This design comes from an exercise in tuning for small area, a short achievable clock period and few clock cycles per item on the open sky130 flow, not from production work. RTL that was checked went through simulation tests only; none was proved equivalent to the original. For run 2, only the layout was checked, not whether the RTL still works. Power is estimated from default activity; no workload was simulated.

## config.mk

```make
export PLATFORM = sky130hd
export DESIGN_NAME = fc_layer
export DESIGN_NICKNAME = fc_layer
export VERILOG_FILES = /design/flow/design.v
export SDC_FILE = /design/flow/constraint.sdc
export NUM_CORES = 4
export LEC_CHECK = 0
export CAP_MARGIN = 20
export CORE_MARGIN = 2
export CORE_UTILIZATION = 50
export CTS_CLUSTER_DIAMETER = 100
export CTS_CLUSTER_SIZE = 30
export PLACE_DENSITY = 0.6
export SLEW_MARGIN = 20
export SYNTH_MEMORY_MAX_BITS = 16384
```

## constraint.sdc

```tcl
create_clock -name core_clock -period 15.0 [get_ports {clk}]
set_input_delay 3.0000 -clock core_clock [delete_from_list [all_inputs] [get_ports {clk}]]
set_output_delay 3.0000 -clock core_clock [all_outputs]
set_load 0.01 [all_outputs]
```

## design.v

```verilog
`timescale 1ns / 1ps
module fc_layer #(
    parameter IN_SIZE = 75,
    parameter OUT_SIZE = 10,
    parameter DATA_WIDTH = 16
)(
    input  wire clk,
    input  wire reset_n,
    input  wire start_fc,
    input  wire data_valid,
    input  wire signed [DATA_WIDTH-1:0] map_in_serial,
    input  wire signed [DATA_WIDTH-1:0] weight_serial,
    input  wire signed [DATA_WIDTH-1:0] bias_serial,
    output reg finish_fc,
    output reg signed [DATA_WIDTH-1:0] predict_out,
    output reg predict_out_valid
);
    localparam IDLE = 2'd0, LD_X = 2'd1, LD_W = 2'd2, LD_B = 2'd3;
    reg [1:0] phase;
    reg [6:0] cnt_i;      
    reg [3:0] cnt_o;      
    reg ring_en;          
    reg ring_ld;          
    reg en;               
    reg first;            
    reg lastp;            
    reg push;             
    reg push2;            
    reg bv;               
    reg b9;               
    reg [15:0] d;         
    reg [7:0] neg, one, two;
    always @(posedge clk or negedge reset_n) begin
        if (!reset_n) begin
            phase <= IDLE;
            cnt_i <= 7'd0;
            cnt_o <= 4'd0;
            ring_en <= 1'b0;
            ring_ld <= 1'b0;
            en <= 1'b0;
            first <= 1'b0;
            lastp <= 1'b0;
            push <= 1'b0;
            push2 <= 1'b0;
            bv <= 1'b0;
            b9 <= 1'b0;
            predict_out_valid <= 1'b0;
            finish_fc <= 1'b0;
        end else begin
            ring_en <= data_valid && (phase == LD_X || phase == LD_W);
            ring_ld <= (phase == LD_X);
            en <= data_valid && (phase == LD_W);
            first <= data_valid && (phase == LD_W) && (cnt_i == 7'd0);
            lastp <= data_valid && (phase == LD_W) && (cnt_i == IN_SIZE-1) && (cnt_o != OUT_SIZE-1);
            push <= lastp;
            push2 <= push;
            bv <= data_valid && (phase == LD_B);
            b9 <= (cnt_o == OUT_SIZE-1);
            predict_out_valid <= bv;
            finish_fc <= bv && b9;
            if (start_fc) begin
                phase <= LD_X;
                cnt_i <= 7'd0;
                cnt_o <= 4'd0;
            end else if (data_valid) begin
                case (phase)
                    LD_X: begin
                        if (cnt_i == IN_SIZE-1) begin
                            cnt_i <= 7'd0;
                            phase <= LD_W;
                        end else
                            cnt_i <= cnt_i + 7'd1;
                    end
                    LD_W: begin
                        if (cnt_i == IN_SIZE-1) begin
                            cnt_i <= 7'd0;
                            if (cnt_o == OUT_SIZE-1) begin
                                cnt_o <= 4'd0;
                                phase <= LD_B;
                            end else
                                cnt_o <= cnt_o + 4'd1;
                        end else
                            cnt_i <= cnt_i + 7'd1;
                    end
                    LD_B: begin
                        if (cnt_o == OUT_SIZE-1) begin
                            cnt_o <= 4'd0;
                            phase <= IDLE;
                        end else
                            cnt_o <= cnt_o + 4'd1;
                    end
                    default: ;
                endcase
            end
        end
    end
    always @(posedge clk) begin
        d <= (phase == LD_X) ? map_in_serial : bias_serial;
    end
    wire [15:0] wv = (data_valid && phase == LD_W) ? weight_serial : 16'd0;
    wire [16:0] wx = {wv, 1'b0};
    integer b;
    always @(posedge clk)
        for (b = 0; b < 8; b = b + 1) begin
            neg[b] <= wx[2*b+2];
            one[b] <= wx[2*b+1] ^ wx[2*b];
            two[b] <= (wx[2*b+2] & ~wx[2*b+1] & ~wx[2*b]) | (~wx[2*b+2] & wx[2*b+1] & wx[2*b]);
        end
    reg [16*IN_SIZE-1:0] ring;
    wire [15:0] x = ring[15:0];
    always @(posedge clk)
        if (ring_en)
            ring <= {ring_ld ? d : x, ring[16*IN_SIZE-1:16]};
    reg [28:0] acc_s, acc_c;
    wire [28:0] as_ = first ? 29'd1638400 : acc_s;
    wire [28:0] ac_ = first ? 29'd0 : acc_c;
    wire pp1;
    wire pp2;
    wire pp3;
    wire pp4;
    wire pp5;
    wire pp6;
    wire pp7;
    wire pp8;
    wire pp9;
    wire pp10;
    wire pp11;
    wire pp12;
    wire pp13;
    wire pp14;
    wire pp15;
    wire pp16;
    wire pp17;
    wire pp18;
    wire pp19;
    wire pp20;
    wire pp21;
    wire pp22;
    wire pp23;
    wire pp24;
    wire pp25;
    wire pp26;
    wire pp27;
    wire pp28;
    wire pp29;
    wire pp30;
    wire pp31;
    wire pp32;
    wire pp33;
    wire pp34;
    wire pp35;
    wire pp36;
    wire pp37;
    wire pp38;
    wire pp39;
    wire pp40;
    wire pp41;
    wire pp42;
    wire pp43;
    wire pp44;
    wire pp45;
    wire pp46;
    wire pp47;
    wire pp48;
    wire pp49;
    wire pp50;
    wire pp51;
    wire pp52;
    wire pp53;
    wire pp54;
    wire pp55;
    wire pp56;
    wire pp57;
    wire pp58;
    wire pp59;
    wire pp60;
    wire pp61;
    wire pp62;
    wire pp63;
    wire pp64;
    wire pp65;
    wire pp66;
    wire pp67;
    wire pp68;
    wire pp69;
    wire pp70;
    wire pp71;
    wire pp72;
    wire pp73;
    wire pp74;
    wire pp75;
    wire pp76;
    wire pp77;
    wire pp78;
    wire pp79;
    wire pp80;
    wire pp81;
    wire pp82;
    wire pp83;
    wire pp84;
    wire pp85;
    wire pp86;
    wire pp87;
    wire pp88;
    wire pp89;
    wire pp90;
    wire pp91;
    wire pp92;
    wire pp93;
    wire pp94;
    wire pp95;
    wire pp96;
    wire pp97;
    wire pp98;
    wire pp99;
    wire pp100;
    wire pp101;
    wire pp102;
    wire pp103;
    wire pp104;
    wire pp105;
    wire pp106;
    wire pp107;
    wire pp108;
    wire pp109;
    wire pp110;
    wire pp111;
    wire pp112;
    wire pp113;
    wire pp114;
    wire pp115;
    wire pp116;
    wire pp117;
    wire pp118;
    wire pp119;
    wire pp120;
    wire pp121;
    wire pp122;
    wire pp123;
    wire pp124;
    wire pp125;
    wire pp126;
    wire pp127;
    wire pp128;
    wire pp129;
    wire pp130;
    wire pp131;
    wire pp132;
    wire pp133;
    wire pp134;
    wire s135;
    wire c136;
    wire s137;
    wire c138;
    wire s139;
    wire c140;
    wire s141;
    wire c142;
    wire s143;
    wire c144;
    wire s145;
    wire c146;
    wire s147;
    wire c148;
    wire s149;
    wire c150;
    wire s151;
    wire c152;
    wire s153;
    wire c154;
    wire s155;
    wire c156;
    wire s157;
    wire c158;
    wire s159;
    wire c160;
    wire s161;
    wire c162;
    wire s163;
    wire c164;
    wire s165;
    wire c166;
    wire s167;
    wire c168;
    wire s169;
    wire c170;
    wire s171;
    wire c172;
    wire s173;
    wire c174;
    wire s175;
    wire c176;
    wire s177;
    wire c178;
    wire s179;
    wire c180;
    wire s181;
    wire c182;
    wire s183;
    wire c184;
    wire s185;
    wire c186;
    wire s187;
    wire c188;
    wire s189;
    wire c190;
    wire s191;
    wire c192;
    wire s193;
    wire c194;
    wire s195;
    wire c196;
    wire s197;
    wire c198;
    wire s199;
    wire c200;
    wire s201;
    wire c202;
    wire s203;
    wire c204;
    wire s205;
    wire c206;
    wire s207;
    wire c208;
    wire s209;
    wire c210;
    wire s211;
    wire c212;
    wire s213;
    wire c214;
    wire s215;
    wire c216;
    wire s217;
    wire c218;
    wire s219;
    wire c220;
    wire s221;
    wire c222;
    wire s223;
    wire c224;
    wire s225;
    wire c226;
    wire s227;
    wire c228;
    wire s229;
    wire c230;
    wire s231;
    wire c232;
    wire s233;
    wire c234;
    wire s235;
    wire c236;
    wire s237;
    wire c238;
    wire s239;
    wire c240;
    wire s241;
    wire c242;
    wire s243;
    wire c244;
    wire s245;
    wire c246;
    wire s247;
    wire c248;
    wire s249;
    wire c250;
    wire s251;
    wire c252;
    wire s253;
    wire c254;
    wire s255;
    wire c256;
    wire s257;
    wire c258;
    wire s259;
    wire c260;
    wire s261;
    wire c262;
    wire s263;
    wire c264;
    wire s265;
    wire c266;
    wire s267;
    wire c268;
    wire s269;
    wire c270;
    wire s271;
    wire c272;
    wire s273;
    wire c274;
    wire s275;
    wire c276;
    wire s277;
    wire c278;
    wire s279;
    wire c280;
    wire s281;
    wire c282;
    wire s283;
    wire c284;
    wire s285;
    wire c286;
    wire s287;
    wire c288;
    wire s289;
    wire c290;
    wire s291;
    wire c292;
    wire s293;
    wire c294;
    wire s295;
    wire c296;
    wire s297;
    wire c298;
    wire s299;
    wire c300;
    wire s301;
    wire c302;
    wire s303;
    wire c304;
    wire s305;
    wire c306;
    wire s307;
    wire c308;
    wire s309;
    wire c310;
    wire s311;
    wire c312;
    wire s313;
    wire c314;
    wire s315;
    wire c316;
    wire s317;
    wire c318;
    wire s319;
    wire c320;
    wire s321;
    wire c322;
    wire s323;
    wire c324;
    wire s325;
    wire c326;
    wire s327;
    wire c328;
    wire s329;
    wire c330;
    wire s331;
    wire c332;
    wire s333;
    wire c334;
    wire s335;
    wire c336;
    wire s337;
    wire c338;
    wire s339;
    wire c340;
    wire s341;
    wire c342;
    wire s343;
    wire c344;
    wire s345;
    wire c346;
    wire s347;
    wire c348;
    wire s349;
    wire c350;
    wire s351;
    wire c352;
    wire s353;
    wire c354;
    wire s355;
    wire c356;
    wire s357;
    wire c358;
    wire s359;
    wire c360;
    wire s361;
    wire c362;
    wire s363;
    wire c364;
    wire s365;
    wire c366;
    wire s367;
    wire c368;
    wire s369;
    wire c370;
    wire s371;
    wire c372;
    wire s373;
    wire c374;
    wire s375;
    wire c376;
    wire s377;
    wire c378;
    wire s379;
    wire c380;
    wire s381;
    wire c382;
    wire s383;
    wire c384;
    wire s385;
    wire c386;
    wire s387;
    wire c388;
    wire s389;
    wire c390;
    wire s391;
    wire c392;
    wire s393;
    wire c394;
    wire s395;
    wire c396;
    wire s397;
    wire c398;
    wire s399;
    wire c400;
    wire s401;
    wire c402;
    wire s403;
    wire c404;
    wire s405;
    wire c406;
    wire s407;
    wire c408;
    wire s409;
    wire c410;
    wire s411;
    wire c412;
    wire s413;
    wire c414;
    wire s415;
    wire c416;
    wire s417;
    wire c418;
    wire s419;
    wire c420;
    wire s421;
    wire c422;
    wire s423;
    wire c424;
    wire s425;
    wire c426;
    wire s427;
    wire c428;
    wire s429;
    wire c430;
    wire s431;
    wire c432;
    wire s433;
    wire c434;
    wire s435;
    wire c436;
    wire s437;
    wire c438;
    wire s439;
    wire c440;
    wire s441;
    wire c442;
    wire s443;
    wire c444;
    wire s445;
    wire c446;
    wire s447;
    wire c448;
    wire s449;
    wire c450;
    wire s451;
    wire c452;
    wire s453;
    wire c454;
    wire s455;
    wire c456;
    wire s457;
    wire c458;
    wire s459;
    wire c460;
    assign pp1 = ((one[0] & x[0])) ^ neg[0];
    assign pp2 = ((one[0] & x[1]) | (two[0] & x[0])) ^ neg[0];
    assign pp3 = ((one[0] & x[2]) | (two[0] & x[1])) ^ neg[0];
    assign pp4 = ((one[0] & x[3]) | (two[0] & x[2])) ^ neg[0];
    assign pp5 = ((one[0] & x[4]) | (two[0] & x[3])) ^ neg[0];
    assign pp6 = ((one[0] & x[5]) | (two[0] & x[4])) ^ neg[0];
    assign pp7 = ((one[0] & x[6]) | (two[0] & x[5])) ^ neg[0];
    assign pp8 = ((one[0] & x[7]) | (two[0] & x[6])) ^ neg[0];
    assign pp9 = ((one[0] & x[8]) | (two[0] & x[7])) ^ neg[0];
    assign pp10 = ((one[0] & x[9]) | (two[0] & x[8])) ^ neg[0];
    assign pp11 = ((one[0] & x[10]) | (two[0] & x[9])) ^ neg[0];
    assign pp12 = ((one[0] & x[11]) | (two[0] & x[10])) ^ neg[0];
    assign pp13 = ((one[0] & x[12]) | (two[0] & x[11])) ^ neg[0];
    assign pp14 = ((one[0] & x[13]) | (two[0] & x[12])) ^ neg[0];
    assign pp15 = ((one[0] & x[14]) | (two[0] & x[13])) ^ neg[0];
    assign pp16 = ((one[0] & x[15]) | (two[0] & x[14])) ^ neg[0];
    assign pp17 = en & ~(((one[0] & x[15]) | (two[0] & x[15])) ^ neg[0]);
    assign pp18 = ((one[1] & x[0])) ^ neg[1];
    assign pp19 = ((one[1] & x[1]) | (two[1] & x[0])) ^ neg[1];
    assign pp20 = ((one[1] & x[2]) | (two[1] & x[1])) ^ neg[1];
    assign pp21 = ((one[1] & x[3]) | (two[1] & x[2])) ^ neg[1];
    assign pp22 = ((one[1] & x[4]) | (two[1] & x[3])) ^ neg[1];
    assign pp23 = ((one[1] & x[5]) | (two[1] & x[4])) ^ neg[1];
    assign pp24 = ((one[1] & x[6]) | (two[1] & x[5])) ^ neg[1];
    assign pp25 = ((one[1] & x[7]) | (two[1] & x[6])) ^ neg[1];
    assign pp26 = ((one[1] & x[8]) | (two[1] & x[7])) ^ neg[1];
    assign pp27 = ((one[1] & x[9]) | (two[1] & x[8])) ^ neg[1];
    assign pp28 = ((one[1] & x[10]) | (two[1] & x[9])) ^ neg[1];
    assign pp29 = ((one[1] & x[11]) | (two[1] & x[10])) ^ neg[1];
    assign pp30 = ((one[1] & x[12]) | (two[1] & x[11])) ^ neg[1];
    assign pp31 = ((one[1] & x[13]) | (two[1] & x[12])) ^ neg[1];
    assign pp32 = ((one[1] & x[14]) | (two[1] & x[13])) ^ neg[1];
    assign pp33 = ((one[1] & x[15]) | (two[1] & x[14])) ^ neg[1];
    assign pp34 = en & ~(((one[1] & x[15]) | (two[1] & x[15])) ^ neg[1]);
    assign pp35 = ((one[2] & x[0])) ^ neg[2];
    assign pp36 = ((one[2] & x[1]) | (two[2] & x[0])) ^ neg[2];
    assign pp37 = ((one[2] & x[2]) | (two[2] & x[1])) ^ neg[2];
    assign pp38 = ((one[2] & x[3]) | (two[2] & x[2])) ^ neg[2];
    assign pp39 = ((one[2] & x[4]) | (two[2] & x[3])) ^ neg[2];
    assign pp40 = ((one[2] & x[5]) | (two[2] & x[4])) ^ neg[2];
    assign pp41 = ((one[2] & x[6]) | (two[2] & x[5])) ^ neg[2];
    assign pp42 = ((one[2] & x[7]) | (two[2] & x[6])) ^ neg[2];
    assign pp43 = ((one[2] & x[8]) | (two[2] & x[7])) ^ neg[2];
    assign pp44 = ((one[2] & x[9]) | (two[2] & x[8])) ^ neg[2];
    assign pp45 = ((one[2] & x[10]) | (two[2] & x[9])) ^ neg[2];
    assign pp46 = ((one[2] & x[11]) | (two[2] & x[10])) ^ neg[2];
    assign pp47 = ((one[2] & x[12]) | (two[2] & x[11])) ^ neg[2];
    assign pp48 = ((one[2] & x[13]) | (two[2] & x[12])) ^ neg[2];
    assign pp49 = ((one[2] & x[14]) | (two[2] & x[13])) ^ neg[2];
    assign pp50 = ((one[2] & x[15]) | (two[2] & x[14])) ^ neg[2];
    assign pp51 = en & ~(((one[2] & x[15]) | (two[2] & x[15])) ^ neg[2]);
    assign pp52 = ((one[3] & x[0])) ^ neg[3];
    assign pp53 = ((one[3] & x[1]) | (two[3] & x[0])) ^ neg[3];
    assign pp54 = ((one[3] & x[2]) | (two[3] & x[1])) ^ neg[3];
    assign pp55 = ((one[3] & x[3]) | (two[3] & x[2])) ^ neg[3];
    assign pp56 = ((one[3] & x[4]) | (two[3] & x[3])) ^ neg[3];
    assign pp57 = ((one[3] & x[5]) | (two[3] & x[4])) ^ neg[3];
    assign pp58 = ((one[3] & x[6]) | (two[3] & x[5])) ^ neg[3];
    assign pp59 = ((one[3] & x[7]) | (two[3] & x[6])) ^ neg[3];
    assign pp60 = ((one[3] & x[8]) | (two[3] & x[7])) ^ neg[3];
    assign pp61 = ((one[3] & x[9]) | (two[3] & x[8])) ^ neg[3];
    assign pp62 = ((one[3] & x[10]) | (two[3] & x[9])) ^ neg[3];
    assign pp63 = ((one[3] & x[11]) | (two[3] & x[10])) ^ neg[3];
    assign pp64 = ((one[3] & x[12]) | (two[3] & x[11])) ^ neg[3];
    assign pp65 = ((one[3] & x[13]) | (two[3] & x[12])) ^ neg[3];
    assign pp66 = ((one[3] & x[14]) | (two[3] & x[13])) ^ neg[3];
    assign pp67 = ((one[3] & x[15]) | (two[3] & x[14])) ^ neg[3];
    assign pp68 = en & ~(((one[3] & x[15]) | (two[3] & x[15])) ^ neg[3]);
    assign pp69 = ((one[4] & x[0])) ^ neg[4];
    assign pp70 = ((one[4] & x[1]) | (two[4] & x[0])) ^ neg[4];
    assign pp71 = ((one[4] & x[2]) | (two[4] & x[1])) ^ neg[4];
    assign pp72 = ((one[4] & x[3]) | (two[4] & x[2])) ^ neg[4];
    assign pp73 = ((one[4] & x[4]) | (two[4] & x[3])) ^ neg[4];
    assign pp74 = ((one[4] & x[5]) | (two[4] & x[4])) ^ neg[4];
    assign pp75 = ((one[4] & x[6]) | (two[4] & x[5])) ^ neg[4];
    assign pp76 = ((one[4] & x[7]) | (two[4] & x[6])) ^ neg[4];
    assign pp77 = ((one[4] & x[8]) | (two[4] & x[7])) ^ neg[4];
    assign pp78 = ((one[4] & x[9]) | (two[4] & x[8])) ^ neg[4];
    assign pp79 = ((one[4] & x[10]) | (two[4] & x[9])) ^ neg[4];
    assign pp80 = ((one[4] & x[11]) | (two[4] & x[10])) ^ neg[4];
    assign pp81 = ((one[4] & x[12]) | (two[4] & x[11])) ^ neg[4];
    assign pp82 = ((one[4] & x[13]) | (two[4] & x[12])) ^ neg[4];
    assign pp83 = ((one[4] & x[14]) | (two[4] & x[13])) ^ neg[4];
    assign pp84 = ((one[4] & x[15]) | (two[4] & x[14])) ^ neg[4];
    assign pp85 = en & ~(((one[4] & x[15]) | (two[4] & x[15])) ^ neg[4]);
    assign pp86 = ((one[5] & x[0])) ^ neg[5];
    assign pp87 = ((one[5] & x[1]) | (two[5] & x[0])) ^ neg[5];
    assign pp88 = ((one[5] & x[2]) | (two[5] & x[1])) ^ neg[5];
    assign pp89 = ((one[5] & x[3]) | (two[5] & x[2])) ^ neg[5];
    assign pp90 = ((one[5] & x[4]) | (two[5] & x[3])) ^ neg[5];
    assign pp91 = ((one[5] & x[5]) | (two[5] & x[4])) ^ neg[5];
    assign pp92 = ((one[5] & x[6]) | (two[5] & x[5])) ^ neg[5];
    assign pp93 = ((one[5] & x[7]) | (two[5] & x[6])) ^ neg[5];
    assign pp94 = ((one[5] & x[8]) | (two[5] & x[7])) ^ neg[5];
    assign pp95 = ((one[5] & x[9]) | (two[5] & x[8])) ^ neg[5];
    assign pp96 = ((one[5] & x[10]) | (two[5] & x[9])) ^ neg[5];
    assign pp97 = ((one[5] & x[11]) | (two[5] & x[10])) ^ neg[5];
    assign pp98 = ((one[5] & x[12]) | (two[5] & x[11])) ^ neg[5];
    assign pp99 = ((one[5] & x[13]) | (two[5] & x[12])) ^ neg[5];
    assign pp100 = ((one[5] & x[14]) | (two[5] & x[13])) ^ neg[5];
    assign pp101 = ((one[5] & x[15]) | (two[5] & x[14])) ^ neg[5];
    assign pp102 = en & ~(((one[5] & x[15]) | (two[5] & x[15])) ^ neg[5]);
    assign pp103 = ((one[6] & x[0])) ^ neg[6];
    assign pp104 = ((one[6] & x[1]) | (two[6] & x[0])) ^ neg[6];
    assign pp105 = ((one[6] & x[2]) | (two[6] & x[1])) ^ neg[6];
    assign pp106 = ((one[6] & x[3]) | (two[6] & x[2])) ^ neg[6];
    assign pp107 = ((one[6] & x[4]) | (two[6] & x[3])) ^ neg[6];
    assign pp108 = ((one[6] & x[5]) | (two[6] & x[4])) ^ neg[6];
    assign pp109 = ((one[6] & x[6]) | (two[6] & x[5])) ^ neg[6];
    assign pp110 = ((one[6] & x[7]) | (two[6] & x[6])) ^ neg[6];
    assign pp111 = ((one[6] & x[8]) | (two[6] & x[7])) ^ neg[6];
    assign pp112 = ((one[6] & x[9]) | (two[6] & x[8])) ^ neg[6];
    assign pp113 = ((one[6] & x[10]) | (two[6] & x[9])) ^ neg[6];
    assign pp114 = ((one[6] & x[11]) | (two[6] & x[10])) ^ neg[6];
    assign pp115 = ((one[6] & x[12]) | (two[6] & x[11])) ^ neg[6];
    assign pp116 = ((one[6] & x[13]) | (two[6] & x[12])) ^ neg[6];
    assign pp117 = ((one[6] & x[14]) | (two[6] & x[13])) ^ neg[6];
    assign pp118 = ((one[6] & x[15]) | (two[6] & x[14])) ^ neg[6];
    assign pp119 = en & ~(((one[6] & x[15]) | (two[6] & x[15])) ^ neg[6]);
    assign pp120 = ((one[7] & x[0])) ^ neg[7];
    assign pp121 = ((one[7] & x[1]) | (two[7] & x[0])) ^ neg[7];
    assign pp122 = ((one[7] & x[2]) | (two[7] & x[1])) ^ neg[7];
    assign pp123 = ((one[7] & x[3]) | (two[7] & x[2])) ^ neg[7];
    assign pp124 = ((one[7] & x[4]) | (two[7] & x[3])) ^ neg[7];
    assign pp125 = ((one[7] & x[5]) | (two[7] & x[4])) ^ neg[7];
    assign pp126 = ((one[7] & x[6]) | (two[7] & x[5])) ^ neg[7];
    assign pp127 = ((one[7] & x[7]) | (two[7] & x[6])) ^ neg[7];
    assign pp128 = ((one[7] & x[8]) | (two[7] & x[7])) ^ neg[7];
    assign pp129 = ((one[7] & x[9]) | (two[7] & x[8])) ^ neg[7];
    assign pp130 = ((one[7] & x[10]) | (two[7] & x[9])) ^ neg[7];
    assign pp131 = ((one[7] & x[11]) | (two[7] & x[10])) ^ neg[7];
    assign pp132 = ((one[7] & x[12]) | (two[7] & x[11])) ^ neg[7];
    assign pp133 = ((one[7] & x[13]) | (two[7] & x[12])) ^ neg[7];
    assign pp134 = ((one[7] & x[14]) | (two[7] & x[13])) ^ neg[7];
    assign s135 = pp13 ^ pp28;
    assign c136 = pp13 & pp28;
    assign s137 = pp14 ^ pp29;
    assign c138 = pp14 & pp29;
    assign s139 = pp15 ^ pp30 ^ pp45;
    assign c140 = (pp15 & pp30) | (pp15 & pp45) | (pp30 & pp45);
    assign s141 = pp60 ^ pp75;
    assign c142 = pp60 & pp75;
    assign s143 = pp16 ^ pp31 ^ pp46;
    assign c144 = (pp16 & pp31) | (pp16 & pp46) | (pp31 & pp46);
    assign s145 = pp61 ^ pp76;
    assign c146 = pp61 & pp76;
    assign s147 = pp17 ^ pp32 ^ pp47;
    assign c148 = (pp17 & pp32) | (pp17 & pp47) | (pp32 & pp47);
    assign s149 = pp62 ^ pp77;
    assign c150 = pp62 & pp77;
    assign s151 = pp33 ^ pp48 ^ pp63;
    assign c152 = (pp33 & pp48) | (pp33 & pp63) | (pp48 & pp63);
    assign s153 = pp34 ^ pp49;
    assign c154 = pp34 & pp49;
    assign s155 = pp7 ^ pp22;
    assign c156 = pp7 & pp22;
    assign s157 = pp8 ^ pp23;
    assign c158 = pp8 & pp23;
    assign s159 = pp9 ^ pp24 ^ pp39;
    assign c160 = (pp9 & pp24) | (pp9 & pp39) | (pp24 & pp39);
    assign s161 = pp54 ^ pp69;
    assign c162 = pp54 & pp69;
    assign s163 = pp10 ^ pp25 ^ pp40;
    assign c164 = (pp10 & pp25) | (pp10 & pp40) | (pp25 & pp40);
    assign s165 = pp55 ^ pp70;
    assign c166 = pp55 & pp70;
    assign s167 = pp11 ^ pp26 ^ pp41;
    assign c168 = (pp11 & pp26) | (pp11 & pp41) | (pp26 & pp41);
    assign s169 = pp56 ^ pp71 ^ pp86;
    assign c170 = (pp56 & pp71) | (pp56 & pp86) | (pp71 & pp86);
    assign s171 = neg[5] ^ as_[10];
    assign c172 = neg[5] & as_[10];
    assign s173 = pp12 ^ pp27 ^ pp42;
    assign c174 = (pp12 & pp27) | (pp12 & pp42) | (pp27 & pp42);
    assign s175 = pp57 ^ pp72 ^ pp87;
    assign c176 = (pp57 & pp72) | (pp57 & pp87) | (pp72 & pp87);
    assign s177 = as_[11] ^ ac_[11];
    assign c178 = as_[11] & ac_[11];
    assign s179 = s135 ^ pp43 ^ pp58;
    assign c180 = (s135 & pp43) | (s135 & pp58) | (pp43 & pp58);
    assign s181 = pp73 ^ pp88 ^ pp103;
    assign c182 = (pp73 & pp88) | (pp73 & pp103) | (pp88 & pp103);
    assign s183 = neg[6] ^ as_[12] ^ ac_[12];
    assign c184 = (neg[6] & as_[12]) | (neg[6] & ac_[12]) | (as_[12] & ac_[12]);
    assign s185 = c136 ^ s137 ^ pp44;
    assign c186 = (c136 & s137) | (c136 & pp44) | (s137 & pp44);
    assign s187 = pp59 ^ pp74 ^ pp89;
    assign c188 = (pp59 & pp74) | (pp59 & pp89) | (pp74 & pp89);
    assign s189 = pp104 ^ as_[13] ^ ac_[13];
    assign c190 = (pp104 & as_[13]) | (pp104 & ac_[13]) | (as_[13] & ac_[13]);
    assign s191 = c138 ^ s139 ^ s141;
    assign c192 = (c138 & s139) | (c138 & s141) | (s139 & s141);
    assign s193 = pp90 ^ pp105 ^ pp120;
    assign c194 = (pp90 & pp105) | (pp90 & pp120) | (pp105 & pp120);
    assign s195 = neg[7] ^ as_[14] ^ ac_[14];
    assign c196 = (neg[7] & as_[14]) | (neg[7] & ac_[14]) | (as_[14] & ac_[14]);
    assign s197 = c140 ^ c142 ^ s143;
    assign c198 = (c140 & c142) | (c140 & s143) | (c142 & s143);
    assign s199 = s145 ^ pp91 ^ pp106;
    assign c200 = (s145 & pp91) | (s145 & pp106) | (pp91 & pp106);
    assign s201 = pp121 ^ as_[15] ^ ac_[15];
    assign c202 = (pp121 & as_[15]) | (pp121 & ac_[15]) | (as_[15] & ac_[15]);
    assign s203 = c144 ^ c146 ^ s147;
    assign c204 = (c144 & c146) | (c144 & s147) | (c146 & s147);
    assign s205 = s149 ^ pp92 ^ pp107;
    assign c206 = (s149 & pp92) | (s149 & pp107) | (pp92 & pp107);
    assign s207 = pp122 ^ as_[16] ^ ac_[16];
    assign c208 = (pp122 & as_[16]) | (pp122 & ac_[16]) | (as_[16] & ac_[16]);
    assign s209 = c148 ^ c150 ^ s151;
    assign c210 = (c148 & c150) | (c148 & s151) | (c150 & s151);
    assign s211 = pp78 ^ pp93 ^ pp108;
    assign c212 = (pp78 & pp93) | (pp78 & pp108) | (pp93 & pp108);
    assign s213 = pp123 ^ as_[17] ^ ac_[17];
    assign c214 = (pp123 & as_[17]) | (pp123 & ac_[17]) | (as_[17] & ac_[17]);
    assign s215 = c152 ^ s153 ^ pp64;
    assign c216 = (c152 & s153) | (c152 & pp64) | (s153 & pp64);
    assign s217 = pp79 ^ pp94 ^ pp109;
    assign c218 = (pp79 & pp94) | (pp79 & pp109) | (pp94 & pp109);
    assign s219 = pp124 ^ as_[18] ^ ac_[18];
    assign c220 = (pp124 & as_[18]) | (pp124 & ac_[18]) | (as_[18] & ac_[18]);
    assign s221 = c154 ^ pp50 ^ pp65;
    assign c222 = (c154 & pp50) | (c154 & pp65) | (pp50 & pp65);
    assign s223 = pp80 ^ pp95 ^ pp110;
    assign c224 = (pp80 & pp95) | (pp80 & pp110) | (pp95 & pp110);
    assign s225 = pp125 ^ as_[19] ^ ac_[19];
    assign c226 = (pp125 & as_[19]) | (pp125 & ac_[19]) | (as_[19] & ac_[19]);
    assign s227 = pp51 ^ pp66 ^ pp81;
    assign c228 = (pp51 & pp66) | (pp51 & pp81) | (pp66 & pp81);
    assign s229 = pp96 ^ pp111 ^ pp126;
    assign c230 = (pp96 & pp111) | (pp96 & pp126) | (pp111 & pp126);
    assign s231 = as_[20] ^ ac_[20];
    assign c232 = as_[20] & ac_[20];
    assign s233 = pp67 ^ pp82 ^ pp97;
    assign c234 = (pp67 & pp82) | (pp67 & pp97) | (pp82 & pp97);
    assign s235 = pp112 ^ pp127 ^ as_[21];
    assign c236 = (pp112 & pp127) | (pp112 & as_[21]) | (pp127 & as_[21]);
    assign s237 = pp68 ^ pp83 ^ pp98;
    assign c238 = (pp68 & pp83) | (pp68 & pp98) | (pp83 & pp98);
    assign s239 = pp113 ^ pp128;
    assign c240 = pp113 & pp128;
    assign s241 = pp84 ^ pp99 ^ pp114;
    assign c242 = (pp84 & pp99) | (pp84 & pp114) | (pp99 & pp114);
    assign s243 = pp85 ^ pp100;
    assign c244 = pp85 & pp100;
    assign s245 = pp3 ^ pp18;
    assign c246 = pp3 & pp18;
    assign s247 = pp4 ^ pp19;
    assign c248 = pp4 & pp19;
    assign s249 = pp5 ^ pp20 ^ pp35;
    assign c250 = (pp5 & pp20) | (pp5 & pp35) | (pp20 & pp35);
    assign s251 = neg[2] ^ as_[4];
    assign c252 = neg[2] & as_[4];
    assign s253 = pp6 ^ pp21 ^ pp36;
    assign c254 = (pp6 & pp21) | (pp6 & pp36) | (pp21 & pp36);
    assign s255 = as_[5] ^ ac_[5];
    assign c256 = as_[5] & ac_[5];
    assign s257 = s155 ^ pp37 ^ pp52;
    assign c258 = (s155 & pp37) | (s155 & pp52) | (pp37 & pp52);
    assign s259 = neg[3] ^ as_[6] ^ ac_[6];
    assign c260 = (neg[3] & as_[6]) | (neg[3] & ac_[6]) | (as_[6] & ac_[6]);
    assign s261 = c156 ^ s157 ^ pp38;
    assign c262 = (c156 & s157) | (c156 & pp38) | (s157 & pp38);
    assign s263 = pp53 ^ as_[7] ^ ac_[7];
    assign c264 = (pp53 & as_[7]) | (pp53 & ac_[7]) | (as_[7] & ac_[7]);
    assign s265 = c158 ^ s159 ^ s161;
    assign c266 = (c158 & s159) | (c158 & s161) | (s159 & s161);
    assign s267 = neg[4] ^ as_[8] ^ ac_[8];
    assign c268 = (neg[4] & as_[8]) | (neg[4] & ac_[8]) | (as_[8] & ac_[8]);
    assign s269 = c160 ^ c162 ^ s163;
    assign c270 = (c160 & c162) | (c160 & s163) | (c162 & s163);
    assign s271 = s165 ^ as_[9] ^ ac_[9];
    assign c272 = (s165 & as_[9]) | (s165 & ac_[9]) | (as_[9] & ac_[9]);
    assign s273 = c164 ^ c166 ^ s167;
    assign c274 = (c164 & c166) | (c164 & s167) | (c166 & s167);
    assign s275 = s169 ^ s171 ^ ac_[10];
    assign c276 = (s169 & s171) | (s169 & ac_[10]) | (s171 & ac_[10]);
    assign s277 = c168 ^ c170 ^ c172;
    assign c278 = (c168 & c170) | (c168 & c172) | (c170 & c172);
    assign s279 = s173 ^ s175 ^ s177;
    assign c280 = (s173 & s175) | (s173 & s177) | (s175 & s177);
    assign s281 = c174 ^ c176 ^ c178;
    assign c282 = (c174 & c176) | (c174 & c178) | (c176 & c178);
    assign s283 = s179 ^ s181 ^ s183;
    assign c284 = (s179 & s181) | (s179 & s183) | (s181 & s183);
    assign s285 = c180 ^ c182 ^ c184;
    assign c286 = (c180 & c182) | (c180 & c184) | (c182 & c184);
    assign s287 = s185 ^ s187 ^ s189;
    assign c288 = (s185 & s187) | (s185 & s189) | (s187 & s189);
    assign s289 = c186 ^ c188 ^ c190;
    assign c290 = (c186 & c188) | (c186 & c190) | (c188 & c190);
    assign s291 = s191 ^ s193 ^ s195;
    assign c292 = (s191 & s193) | (s191 & s195) | (s193 & s195);
    assign s293 = c192 ^ c194 ^ c196;
    assign c294 = (c192 & c194) | (c192 & c196) | (c194 & c196);
    assign s295 = s197 ^ s199 ^ s201;
    assign c296 = (s197 & s199) | (s197 & s201) | (s199 & s201);
    assign s297 = c198 ^ c200 ^ c202;
    assign c298 = (c198 & c200) | (c198 & c202) | (c200 & c202);
    assign s299 = s203 ^ s205 ^ s207;
    assign c300 = (s203 & s205) | (s203 & s207) | (s205 & s207);
    assign s301 = c204 ^ c206 ^ c208;
    assign c302 = (c204 & c206) | (c204 & c208) | (c206 & c208);
    assign s303 = s209 ^ s211 ^ s213;
    assign c304 = (s209 & s211) | (s209 & s213) | (s211 & s213);
    assign s305 = c210 ^ c212 ^ c214;
    assign c306 = (c210 & c212) | (c210 & c214) | (c212 & c214);
    assign s307 = s215 ^ s217 ^ s219;
    assign c308 = (s215 & s217) | (s215 & s219) | (s217 & s219);
    assign s309 = c216 ^ c218 ^ c220;
    assign c310 = (c216 & c218) | (c216 & c220) | (c218 & c220);
    assign s311 = s221 ^ s223 ^ s225;
    assign c312 = (s221 & s223) | (s221 & s225) | (s223 & s225);
    assign s313 = c222 ^ c224 ^ c226;
    assign c314 = (c222 & c224) | (c222 & c226) | (c224 & c226);
    assign s315 = s227 ^ s229 ^ s231;
    assign c316 = (s227 & s229) | (s227 & s231) | (s229 & s231);
    assign s317 = c228 ^ c230 ^ c232;
    assign c318 = (c228 & c230) | (c228 & c232) | (c230 & c232);
    assign s319 = s233 ^ s235 ^ ac_[21];
    assign c320 = (s233 & s235) | (s233 & ac_[21]) | (s235 & ac_[21]);
    assign s321 = c234 ^ c236 ^ s237;
    assign c322 = (c234 & c236) | (c234 & s237) | (c236 & s237);
    assign s323 = s239 ^ as_[22] ^ ac_[22];
    assign c324 = (s239 & as_[22]) | (s239 & ac_[22]) | (as_[22] & ac_[22]);
    assign s325 = c238 ^ c240 ^ s241;
    assign c326 = (c238 & c240) | (c238 & s241) | (c240 & s241);
    assign s327 = pp129 ^ as_[23] ^ ac_[23];
    assign c328 = (pp129 & as_[23]) | (pp129 & ac_[23]) | (as_[23] & ac_[23]);
    assign s329 = c242 ^ s243 ^ pp115;
    assign c330 = (c242 & s243) | (c242 & pp115) | (s243 & pp115);
    assign s331 = pp130 ^ as_[24] ^ ac_[24];
    assign c332 = (pp130 & as_[24]) | (pp130 & ac_[24]) | (as_[24] & ac_[24]);
    assign s333 = c244 ^ pp101 ^ pp116;
    assign c334 = (c244 & pp101) | (c244 & pp116) | (pp101 & pp116);
    assign s335 = pp131 ^ as_[25] ^ ac_[25];
    assign c336 = (pp131 & as_[25]) | (pp131 & ac_[25]) | (as_[25] & ac_[25]);
    assign s337 = pp102 ^ pp117 ^ pp132;
    assign c338 = (pp102 & pp117) | (pp102 & pp132) | (pp117 & pp132);
    assign s339 = as_[26] ^ ac_[26];
    assign c340 = as_[26] & ac_[26];
    assign s341 = pp118 ^ pp133 ^ as_[27];
    assign c342 = (pp118 & pp133) | (pp118 & as_[27]) | (pp133 & as_[27]);
    assign s343 = pp119 ^ pp134;
    assign c344 = pp119 & pp134;
    assign s345 = pp1 ^ neg[0];
    assign c346 = pp1 & neg[0];
    assign s347 = pp2 ^ as_[1];
    assign c348 = pp2 & as_[1];
    assign s349 = s245 ^ neg[1] ^ as_[2];
    assign c350 = (s245 & neg[1]) | (s245 & as_[2]) | (neg[1] & as_[2]);
    assign s351 = c246 ^ s247 ^ as_[3];
    assign c352 = (c246 & s247) | (c246 & as_[3]) | (s247 & as_[3]);
    assign s353 = c248 ^ s249 ^ s251;
    assign c354 = (c248 & s249) | (c248 & s251) | (s249 & s251);
    assign s355 = c250 ^ c252 ^ s253;
    assign c356 = (c250 & c252) | (c250 & s253) | (c252 & s253);
    assign s357 = c254 ^ c256 ^ s257;
    assign c358 = (c254 & c256) | (c254 & s257) | (c256 & s257);
    assign s359 = c258 ^ c260 ^ s261;
    assign c360 = (c258 & c260) | (c258 & s261) | (c260 & s261);
    assign s361 = c262 ^ c264 ^ s265;
    assign c362 = (c262 & c264) | (c262 & s265) | (c264 & s265);
    assign s363 = c266 ^ c268 ^ s269;
    assign c364 = (c266 & c268) | (c266 & s269) | (c268 & s269);
    assign s365 = c270 ^ c272 ^ s273;
    assign c366 = (c270 & c272) | (c270 & s273) | (c272 & s273);
    assign s367 = c274 ^ c276 ^ s277;
    assign c368 = (c274 & c276) | (c274 & s277) | (c276 & s277);
    assign s369 = c278 ^ c280 ^ s281;
    assign c370 = (c278 & c280) | (c278 & s281) | (c280 & s281);
    assign s371 = c282 ^ c284 ^ s285;
    assign c372 = (c282 & c284) | (c282 & s285) | (c284 & s285);
    assign s373 = c286 ^ c288 ^ s289;
    assign c374 = (c286 & c288) | (c286 & s289) | (c288 & s289);
    assign s375 = c290 ^ c292 ^ s293;
    assign c376 = (c290 & c292) | (c290 & s293) | (c292 & s293);
    assign s377 = c294 ^ c296 ^ s297;
    assign c378 = (c294 & c296) | (c294 & s297) | (c296 & s297);
    assign s379 = c298 ^ c300 ^ s301;
    assign c380 = (c298 & c300) | (c298 & s301) | (c300 & s301);
    assign s381 = c302 ^ c304 ^ s305;
    assign c382 = (c302 & c304) | (c302 & s305) | (c304 & s305);
    assign s383 = c306 ^ c308 ^ s309;
    assign c384 = (c306 & c308) | (c306 & s309) | (c308 & s309);
    assign s385 = c310 ^ c312 ^ s313;
    assign c386 = (c310 & c312) | (c310 & s313) | (c312 & s313);
    assign s387 = c314 ^ c316 ^ s317;
    assign c388 = (c314 & c316) | (c314 & s317) | (c316 & s317);
    assign s389 = c318 ^ c320 ^ s321;
    assign c390 = (c318 & c320) | (c318 & s321) | (c320 & s321);
    assign s391 = c322 ^ c324 ^ s325;
    assign c392 = (c322 & c324) | (c322 & s325) | (c324 & s325);
    assign s393 = c326 ^ c328 ^ s329;
    assign c394 = (c326 & c328) | (c326 & s329) | (c328 & s329);
    assign s395 = c330 ^ c332 ^ s333;
    assign c396 = (c330 & c332) | (c330 & s333) | (c332 & s333);
    assign s397 = c334 ^ c336 ^ s337;
    assign c398 = (c334 & c336) | (c334 & s337) | (c336 & s337);
    assign s399 = c338 ^ c340 ^ s341;
    assign c400 = (c338 & c340) | (c338 & s341) | (c340 & s341);
    assign s401 = c342 ^ s343 ^ as_[28];
    assign c402 = (c342 & s343) | (c342 & as_[28]) | (s343 & as_[28]);
    assign s403 = s345 ^ as_[0];
    assign c404 = s345 & as_[0];
    assign s405 = c346 ^ s347 ^ ac_[1];
    assign c406 = (c346 & s347) | (c346 & ac_[1]) | (s347 & ac_[1]);
    assign s407 = c348 ^ s349 ^ ac_[2];
    assign c408 = (c348 & s349) | (c348 & ac_[2]) | (s349 & ac_[2]);
    assign s409 = c350 ^ s351 ^ ac_[3];
    assign c410 = (c350 & s351) | (c350 & ac_[3]) | (s351 & ac_[3]);
    assign s411 = c352 ^ s353 ^ ac_[4];
    assign c412 = (c352 & s353) | (c352 & ac_[4]) | (s353 & ac_[4]);
    assign s413 = c354 ^ s355 ^ s255;
    assign c414 = (c354 & s355) | (c354 & s255) | (s355 & s255);
    assign s415 = c356 ^ s357 ^ s259;
    assign c416 = (c356 & s357) | (c356 & s259) | (s357 & s259);
    assign s417 = c358 ^ s359 ^ s263;
    assign c418 = (c358 & s359) | (c358 & s263) | (s359 & s263);
    assign s419 = c360 ^ s361 ^ s267;
    assign c420 = (c360 & s361) | (c360 & s267) | (s361 & s267);
    assign s421 = c362 ^ s363 ^ s271;
    assign c422 = (c362 & s363) | (c362 & s271) | (s363 & s271);
    assign s423 = c364 ^ s365 ^ s275;
    assign c424 = (c364 & s365) | (c364 & s275) | (s365 & s275);
    assign s425 = c366 ^ s367 ^ s279;
    assign c426 = (c366 & s367) | (c366 & s279) | (s367 & s279);
    assign s427 = c368 ^ s369 ^ s283;
    assign c428 = (c368 & s369) | (c368 & s283) | (s369 & s283);
    assign s429 = c370 ^ s371 ^ s287;
    assign c430 = (c370 & s371) | (c370 & s287) | (s371 & s287);
    assign s431 = c372 ^ s373 ^ s291;
    assign c432 = (c372 & s373) | (c372 & s291) | (s373 & s291);
    assign s433 = c374 ^ s375 ^ s295;
    assign c434 = (c374 & s375) | (c374 & s295) | (s375 & s295);
    assign s435 = c376 ^ s377 ^ s299;
    assign c436 = (c376 & s377) | (c376 & s299) | (s377 & s299);
    assign s437 = c378 ^ s379 ^ s303;
    assign c438 = (c378 & s379) | (c378 & s303) | (s379 & s303);
    assign s439 = c380 ^ s381 ^ s307;
    assign c440 = (c380 & s381) | (c380 & s307) | (s381 & s307);
    assign s441 = c382 ^ s383 ^ s311;
    assign c442 = (c382 & s383) | (c382 & s311) | (s383 & s311);
    assign s443 = c384 ^ s385 ^ s315;
    assign c444 = (c384 & s385) | (c384 & s315) | (s385 & s315);
    assign s445 = c386 ^ s387 ^ s319;
    assign c446 = (c386 & s387) | (c386 & s319) | (s387 & s319);
    assign s447 = c388 ^ s389 ^ s323;
    assign c448 = (c388 & s389) | (c388 & s323) | (s389 & s323);
    assign s449 = c390 ^ s391 ^ s327;
    assign c450 = (c390 & s391) | (c390 & s327) | (s391 & s327);
    assign s451 = c392 ^ s393 ^ s331;
    assign c452 = (c392 & s393) | (c392 & s331) | (s393 & s331);
    assign s453 = c394 ^ s395 ^ s335;
    assign c454 = (c394 & s395) | (c394 & s335) | (s395 & s335);
    assign s455 = c396 ^ s397 ^ s339;
    assign c456 = (c396 & s397) | (c396 & s339) | (s397 & s339);
    assign s457 = c398 ^ s399 ^ ac_[27];
    assign c458 = (c398 & s399) | (c398 & ac_[27]) | (s399 & ac_[27]);
    assign s459 = c400 ^ s401 ^ ac_[28];
    assign c460 = (c400 & s401) | (c400 & ac_[28]) | (s401 & ac_[28]);
    always @(posedge clk) begin
        acc_s <= {c458, c456, c454, c452, c450, c448, c446, c444, c442, c440, c438, c436, c434, c432, c430, c428, c426, c424, c422, c420, c418, c416, c414, c412, c410, c408, c406, c404, s403};
        acc_c <= {s459, s457, s455, s453, s451, s449, s447, s445, s443, s441, s439, s437, s435, s433, s431, s429, s427, s425, s423, s421, s419, s417, s415, s413, s411, s409, s407, s405, ac_[0]};
    end
    wire [28:0] sum = acc_s + acc_c;
    reg [15:0] sum_r;     
    always @(posedge clk)
        sum_r <= sum[28:13];
    reg [16*(OUT_SIZE-1)-1:0] psum;
    always @(posedge clk)
        if (push2 || (bv && !b9))
            psum <= {sum_r, psum[16*(OUT_SIZE-1)-1:16]};
    always @(posedge clk)
        predict_out <= (b9 ? sum_r : psum[15:0]) + d;
endmodule
```

## flow/run.sh

```bash
#!/bin/bash
# Standard ORFS layout (the standard.sh, unchanged synthesis and steps).
# Differences: the resizer's repair_timing is asked for a setup margin, so it
# works on paths well below the 15 ns period; ABC maps for a shorter period;
# ports get buf_1 buffers (the resizer upsizes them where timing needs it).
# The SDC (period, I/O delays, loads) is not changed.
set -euo pipefail
bash standard.sh SETUP_SLACK_MARGIN=10.8 ABC_CLOCK_PERIOD_IN_PS=3800 \
  "BUFFER_PORTS_ARGS=-buffer_cell sky130_fd_sc_hd__buf_1" finish > standard_flow.log 2>&1
```

## standard.sh

```bash
#!/bin/bash
# synth_recipe.tcl (not shown) runs the flow's synth.tcl, then flattens the netlist and writes it again
# the make line also repeats each setting of config.mk as NAME=value (left out here)
make -C /OpenROAD-flow-scripts/flow DESIGN_CONFIG=/design/flow/config.mk WORK_HOME=/design/flow/orfs CLKGATE_MAP_FILE= SYNTH_SCRIPT=/design/flow/synth_recipe.tcl "${@:-finish}"
```

==> flow_summary.json, run 1 <==
{
  "cts_tree": "done",
  "min_path_cells": 0,
  "clockRootBuffer": "clkbuf_16",
  "p_per_area_mw_per_mm2": 120.7,
  "drcViolationCount": 0,
  "syn-cell-area_mm2": 0.05306,
  "synth_edf_count": 1344,
  "r2r-end": "acc_c[17]$_DFF_P_",
  "max-clock-path-buffers": 3,
  "numClockSinks": 1497,
  "ir_drop_v": 0.0001071,
  "worstPathArrival_ns": 1.20,
  "core_region_area_mm2": 0.1053,
  "endpoint_kind": "output port",
  "finalCriticalPeriod_ns": 4.205,
  "postRouteAntennaNets": 0,
  "die-area_mm2": 0.1087,
  "start_util_pct": 50.40,
  "pin_count": 70,
  "worstHoldPathType": "flop to flop",
  "leakagePower_nw": 19.65,
  "num_rows": 119,
  "yosysSeqAreaShare_pct": 82.07,
  "routed_wl_mm": 79.72,
  "timing.rr.start": "neg[0]$_DFF_P_",
  "portBuffers": 69,
  "grt_pass1_vias": 21680,
  "tns_ns": 0,
  "synth_cells": 2634,
  "path_delay_family": "flip-flops",
  "dp_hpwl_mm": 45.80,
  "avgSynthCellArea_um2": 20.14,
  "r2r_slack_ns": 11.01,
  "clk_latency_ns": 0.70,
  "reg2reg_depth": 9,
  "place.gp.congestion": 0.8179,
  "viasPerCell": 5.214,
  "path_clk_slew_ns": 0.12,
  "seqCellArea_mm2": 0.04356,
  "slew_violations": 0,
  "overflow": 0,
  "hp-start": "push$_DFF_PN0_",
  "skew_ns": 0.02722,
  "cp_max_fo": 1,
  "grt_max_degree": 199,
  "cp.required_ns": 12.00,
  "rsz0062_at_grt": "yes",
  "finalWorstSetupSlack_ns": 10.80,
  "synth_top_family_by_area": "adder cells",
  "htreeDepth": 2,
  "fmax_mhz": 237.8,
  "setup_violations": 0,
  "status": "no timing/DRC/antenna violations",
  "ys_warn_count": 1,
  "synth_mux_area_share_pct": 1.115,
  "synth-xor-area-share_pct": 2.839,
  "drt_iter0_drc": 1973,
  "grt_usage_pct": 14.67,
  "place_ws_ns": 10.29,
  "holdPathEnd": "push2$_DFF_PN0_",
  "areaGrowthSynthToFinish_pct": 6.962,
  "synth-seq-cells": 1497,
  "crit_path_start_kind": "flop",
  "grt_pass1_wl_mm": 124.6,
  "first_pass_iters": 5,
  "synthFlopType": "edfxtp_1",
  "die_h_um": 329.8,
  "path_buf_inv": 1,
  "synth.distinct_cells": 60,
  "die-width_um": 329.8,
  "layout-drive-gt1-share_pct": 6.879,
  "slowest_stage": "dfrtp_1",
  "crit_type": "flop to output port",
  "min_period_over_period_pct": 28.03,
  "path_cells": "clkbuf_2",
  "fin_nets": 2959,
  "synth_compound_area_share_pct": 3.174,
  "syn-num-nets": 2895,
  "antenna_found_initial": 3,
  "fin_util_pct": 53.91,
  "cts_buffers": 57,
  "cpPeakStageDelay_ns": 0.38,
  "cap_violations": 0,
  "async_reset_ff_share_pct": 1.603,
  "multi_input_area_mm2": 0.008593,
  "synth_simple_gate_area_share_pct": 2.172,
  "hold_viol": 0,
  "fillers": 7991,
  "wl_per_cell_um": 19.32,
  "worstMarginPinSlew_ns": 1.099,
  "synthAdderAreaFrac_pct": 6.881,
  "num_vias": 21520,
  "slew_headroom_pct": 26.64
}
power by group:
group / internal [mW] / total, mW / leakage [nW] / switching [mW]
registers: 4.75 / 4.83 / 14.5 / 0.0775
clock network: 0.753 / 1.90 / 0.804 / 1.15
logic: 0.0285 / 0.115 / 4.36 / 0.0867
total: 5.54 / 6.85 / 19.7 / 1.31
Yosys cell counts (all sizes together) (5+ instances only):
| library cell | number | share of area (%) |
|---|---|---|
| nand2 | 41 | 0.29 |
| nand4 | 7 | 0.083 |
| fa | 138 | 5.2 |
| a21o | 14 | 0.21 |
| nor2 | 53 | 0.37 |
| a221oi | 5 | 0.11 |
| ha | 71 | 1.7 |
| a21oi | 34 | 0.32 |
| edfxtp | 1344 | 76 |
| a22oi | 120 | 1.7 |
| nor3 | 9 | 0.085 |
| a31oi | 7 | 0.11 |
| clkbuf | 83 | 0.59 |
| mux2 | 49 | 1.0 |
| nor2b | 36 | 0.42 |
| a211oi | 6 | 0.094 |
| xor2 | 59 | 0.97 |
| dfrtp | 24 | 1.1 |
| and2 | 9 | 0.11 |
| nand3 | 10 | 0.094 |
| inv | 157 | 1.1 |
| and3 | 15 | 0.18 |
| o21ai | 26 | 0.25 |
| xnor2 | 113 | 1.9 |
| dfxtp | 129 | 4.9 |
| buf | 7 | 0.052 |
| nand2b | 25 | 0.29 |
worst max-delay path by stage:
stage          cells after the start                         from              endpoint
6_report                           1  predict_out_valid$_DFF_PN0_     predict_out_valid
5_1_grt                            1  predict_out_valid$_DFF_PN0_     predict_out_valid
4_1_cts                            1  predict_out_valid$_DFF_PN0_     predict_out_valid
3_5_place_dp                       7                   data_valid  cnt_i[2]$_DFFE_PN0P_
3_3_place_gp                       4                   data_valid       first$_DFF_PN0_
2_1_floorplan                      0            ring_en$_DFF_PN0_     ring[0]$_DFFE_PP_
logic make-up after synthesis:
kind of cell	Yosys count
AOI/OAI and AO/OA	234
buffers and inverters	247
muxes	53
adders and majority gates	209
xor gates and xnor gates	172
DFF	1497
and+or+nand+nor	222
placed cells by master, fill, tap and decap left out, types with 12 or more instances in the layout:
master	synthesis	routed
edfxtp_1	1344	1344
inv_1	157	158
fa_1	138	138
a22oi_1	120	120
dfxtp_1	129	120
xnor2_1	113	113
ha_1	71	71
xor2_1	59	59
clkbuf_16	0	58
nor2_1	53	53
buf_1	6	51
mux2_2	49	49
nand2_1	41	41
nor2b_1	36	36
a21oi_1	34	34
clkbuf_1	83	28
nand2b_1	25	25
o21ai_0	24	24
dfrtp_1	24	22
buf_4	0	20
and3_1	14	14
buf_2	1	12
registers in the layout (all words and copies together) (netlist names), 16 cells and up:
name         flops
ring          1200
psum           144
acc_s           29
acc_c           28
d               16
predict_out     16
sum_r           16
through the flow:
stage / area, um^2 / std cells / power [mW] / hold slack (ns)
floorplan: 53060 / 2634 / 5.002 / 0.3312
global placement: 54890 / 4019 / 5.028 / 0.3431
detailed placement: 54890 / 4019 / 5.035 / 0.3433
CTS: 56620 / 4113 / 6.959 / 0.3786
global route: 56740 / 4124 / 7.113 / 0.4000
finish: 56750 / 4126 / 6.848 / 0.3905
metal layers:
layer  GRT usage (%)  wire length [um]  up-vias
met1           23.00             39320    11250
met5               0                 0        -
li1                -                 -     9809
met2           21.69             35460      365
met3           2.252              3488       95
met4           3.844              1452        0
area by class of cell:
cell class	instances	area share [%]
antenna	2	0.008819
timing repair buffer	95	1.025
tap	1391	3.067
sequential	1497	76.75
inverter	157	1.038
multi-input combinational	890	15.14
clock buffer	86	2.743
clock inverter	8	0.2205
what timing repair did:
item	4_1_cts	5_1_grt
cloned	0	0
buffers inserted	0	11
pin swaps	0	0
hold buffers	0	0
endpoints found under the setup margin	18	443
endpoints found under the hold margin	0	0
gates resized for setup	25	10
Testbench counts, summed over its fixed seeds: cycles 53,568, images 64.
==> inputs of run 2 (changes only) <==
--- a/design.v
+++ b/design.v
@@ -28,5 +28,5 @@
     reg push2;            
-    reg bv;               
-    reg b9;               
     reg [15:0] d;         
+    wire ld_b = data_valid && (phase == LD_B);
+    wire last_b = (cnt_o == OUT_SIZE-1);
     reg [7:0] neg, one, two;
@@ -44,4 +44,2 @@
             push2 <= 1'b0;
-            bv <= 1'b0;
-            b9 <= 1'b0;
             predict_out_valid <= 1'b0;
@@ -56,6 +54,4 @@
             push2 <= push;
-            bv <= data_valid && (phase == LD_B);
-            b9 <= (cnt_o == OUT_SIZE-1);
-            predict_out_valid <= bv;
-            finish_fc <= bv && b9;
+            predict_out_valid <= ld_b;
+            finish_fc <= ld_b && last_b;
             if (start_fc) begin
@@ -97,3 +93,3 @@
     always @(posedge clk) begin
-        d <= (phase == LD_X) ? map_in_serial : bias_serial;
+        d <= map_in_serial;
     end
@@ -1046,6 +1042,6 @@
     always @(posedge clk)
-        if (push2 || (bv && !b9))
+        if (push2 || (ld_b && !last_b))
             psum <= {sum_r, psum[16*(OUT_SIZE-1)-1:16]};
     always @(posedge clk)
-        predict_out <= (b9 ? sum_r : psum[15:0]) + d;
+        predict_out <= (last_b ? sum_r : psum[15:0]) + bias_serial;
 endmodule
==> flow_summary.json, run 2 <==
{
  "status": "no timing/DRC/antenna violations",
  "yosysTopAreaCell": "edfxtp_1",
  "antenna_found_initial": 4,
  "synthFlopType": "edfxtp_1",
  "synth_edf_count": 1344,
  "min_period_over_period_pct": 29.62,
  "wl_per_cell_um": 18.90,
  "synth-seq-cells": 1495,
  "place.gp.congestion": 0.8588,
  "yosysMostFrequentCell": "edfxtp_1",
  "path_cells": "buf_1 -> ha_2 -> fa_2 -> a211oi_2 -> nor2_2 -> o31a_1 -> o21a_1 -> or3_1 -> a21oi_2 -> xnor2_1",
  "syn-num-nets": 2930,
  "antenna_cells": 0,
  "areaGrowthSynthToFinish_pct": 7.699,
  "setup_violations": 0,
  "path_buf_inv": 1,
  "async_reset_ff_share_pct": 1.472,
  "pwr-share-comb_pct": 1.7,
  "ys_top_cells_by_count": "edfxtp_1 (1344), inv_1 (153), fa_1 (138)",
  "crit_path_start_kind": "primary input",
  "path_clk_slew_ns": 0.11,
  "synth.distinct_cells": 54,
  "final_cell_mix": "edfxtp_1 (1344), inv_1 (153), fa_1 (137)",
  "die_h_um": 329.1,
  "worstPathArrival_ns": 5.08,
  "max-clock-path-buffers": 3,
  "dpl-instance-area_mm2": 0.05473,
  "cts_buffers": 59,
  "htreeDepth": 2,
  "avgSynthCellArea_um2": 19.80,
  "slew_violations": 0,
  "min_path_cells": 0,
  "worstHoldPathType": "flop to flop",
  "grt_pass1_wl_mm": 123.2,
  "slew_headroom_pct": 27.45,
  "swShare_pct": 19.55,
  "crit_path_start": "bias_serial[0]",
  "p_per_area_mw_per_mm2": 121.4,
  "postRouteAntennaNets": 0,
  "clk_latency_ns": 0.70,
  "r2r_slack_ns": 11.01,
  "worstMarginPinSlew_ns": 1.087,
  "synth_top_area_share_pct": 76.39,
  "top_register": "ring",
  "die-area_mm2": 0.1083,
  "final_common_cell": "edfxtp_1",
  "path_delay_family": "compound AO/OA/AOI/OAI gates",
  "reg.largest.list": "ring: 1200 flops, psum: 144 flops, acc_s: 29 flops",
  "viasPerCell": 5.204,
  "reg2reg_depth": 9,
  "ys_warn_count": 1,
  "routed_wl_mm": 79.11,
  "design_area_mm2": 0.05690,
  "drt_iter0_drc": 2024,
  "overflow": 0,
  "fmax_mhz": 225.1,
  "switchingPower_mw": 1.351,
  "cp_max_fo": 3,
  "pin_count": 70,
  "ir_drop_v": 0.0001036,
  "slowest_stage": "fa_2",
  "die-width_um": 329.1,
  "power_frac_clock_pct": 28.7,
  "numClockSinks": 1495,
  "portBuffers": 69,
  "cpPeakStageDelay_ns": 0.42,
  "holdPathEnd": "push$_DFF_PN0_",
  "dp_hpwl_mm": 46.30,
  "yosysSeqAreaShare_pct": 82.32,
  "r2r-end": "acc_c[17]$_DFF_P_",
  "cts_tree": "done",
  "timing.rr.start": "neg[0]$_DFF_P_",
  "hp-start": "lastp$_DFF_PN0_",
  "drcViolationCount": 0,
  "hold_viol": 0,
  "core_region_area_mm2": 0.1051,
  "grt_usage_pct": 14.48,
  "cap_violations": 0,
  "syn-cell-area_mm2": 0.05283,
  "p_seq_share_pct": 69.5,
  "synth_area_leaders": "edfxtp_1 (76%), fa_1 (5.2%), dfxtp_1 (4.9%), xnor2_1 (1.8%), a22oi_1 (1.7%)",
  "leakagePower_nw": 19.77,
  "p_int_mw": 5.560,
  "grt_max_degree": 204,
  "tns_ns": 0,
  "num_rows": 119,
  "endpoint_kind": "flop",
  "crit_type": "primary input to flop",
  "synth_cells": 2669,
  "num_vias": 21790,
  "fin_nets": 3005,
  "finalCriticalPeriod_ns": 4.443,
  "rsz0062_at_grt": "yes",
  "layout-drive-gt1-share_pct": 6.619,
  "start_util_pct": 50.26,
  "first_pass_iters": 5,
  "fillers": 8129,
  "largest_reg_flops": 1200,
  "fin_hold_ws_ns": 0.3626,
  "grt_pass1_vias": 21700,
  "clockRootBuffer": "clkbuf_16",
  "skew_ns": 0.03419,
  "cp.required_ns": 15.63
}
## run 2: cell types whose count changed after synthesis, moves of 5 or more
| cell | change |
|---|---|
| mux2_2 | -33 |
| nor2_1 | +10 |
| xnor2_1 | -5 |
| a21oi_1 | +10 |
| a211oi_1 | +6 |
| a31oi_1 | -5 |
| nand2_1 | +55 |
| o21ai_0 | +5 |
| nor2b_1 | -5 |
## run 2: worst max-delay path by stage
stage | endpoint | cells past startpoint
2_1_floorplan | ring[0]$_DFFE_PP_ | 0
3_3_place_gp | psum[17]$_DFFE_PP_ | 5
3_5_place_dp | psum[33]$_DFFE_PP_ | 5
4_1_cts | predict_out[12]$_DFF_P_ | 10
5_1_grt | predict_out[12]$_DFF_P_ | 10
6_report | predict_out[12]$_DFF_P_ | 10
## run 2: power groups by stage
stage	sequential (mW)	combinational, mW	clock, mW
3_5_place_dp	4.90	0.113	0
5_1_grt	4.83	0.133	2.21
2_1_floorplan	4.95	0.0288	0
4_1_cts	4.81	0.118	2.08
3_3_place_gp	4.90	0.107	0
6_report	4.81	0.120	1.99
## run 2: logic make-up (layout without fill, tap and decap cells)
logic type,Yosys count,count (layout),share of synthesized area [%]
and+or+nand+nor,281,281,2.560
xor gates and xnor gates,171,171,2.835
AOI/OAI and AO/OA,250,251,3.259
adders and majority gates,209,209,6.910
muxes,18,18,0.3789
buffers and inverters,245,370,1.741
DFF,1495,1495,82.32
## run 2: layer usage
metal  share of wire [%]  track usage [%]  routed length, um  vias up
li1                    -                -                  -     9932
met1                  50            22.70              39250    11320
met2                  44            21.15              34650      407
met3                 4.2            2.144               3333      119
met4                 2.3            4.506               1844        6
met5               0.046                0                 36        -
## run 2: final cells by class
cell class,count,area (um^2),area share [%]
Clock buffer,101,1665,2.927
Sequential cell,1495,43510,76.47
Inverter,154,578.1,1.016
Tap cell,1391,1740,3.059
Multi-Input combinational cell,930,8537,15.00
Timing Repair Buffer,104,694.4,1.220
Clock inverter,11,172.7,0.3034
## run 2: what timing repair did
item	CTS	global route
buffers inserted	6	2
resized for setup	46	24
pin swaps	7	10
cloned	1	0
hold endpoints to repair	0	0
setup endpoints to repair	176	175
hold buffers	0	0
## run 2: per-stage QoR
stage / total power [mW] / setup slack [ns] / util, % / instances
after floorplan: 4.981 / 6.178 / - / 2669
after global placement: 5.003 / 9.594 / 52.05 / 4063
after detailed placement: 5.010 / 9.531 / 52.07 / 4064
after CTS: 7.011 / 10.63 / 53.99 / 4183
after global routing: 7.172 / 10.49 / 54.13 / 4186
final: 6.911 / 10.56 / 54.13 / 4186

## static timing again, ports no longer ideal
In the flow no input, the clock included, has a driving cell. The finished layouts below were timed again as built, in two steps. Step 1 assumes that a clkbuf_16 drives the clock port and a buf_2 every other input. Step 2 times the ports against the registers' clock, not the clock port: input delays grow and output delays shrink by t, the midpoint of the rising clock arrivals with the driver on. Three values: no drivers, after step 1, after step 2; two values: the first two.
| run | t (ns) | setup WS [ns] | hold WS [ns] | slew at the worst register clock pin (ns) |
|---|---|---|---|---|
| run 1 | 0.748 | 10.795 / 10.726 / 10.258 | 0.391 / 0.391 / 0.391 | 0.12 / 0.12 |
| run 2 | 0.754 | 10.557 / 10.605 / 9.851 | 0.363 / 0.363 / 0.363 | 0.12 / 0.12 |
After both steps setup and hold are still met in every run listed. For run 2, which loses most, drivers alone change the setup slack by +0.048 ns; drivers and shift together by -0.706 ns.
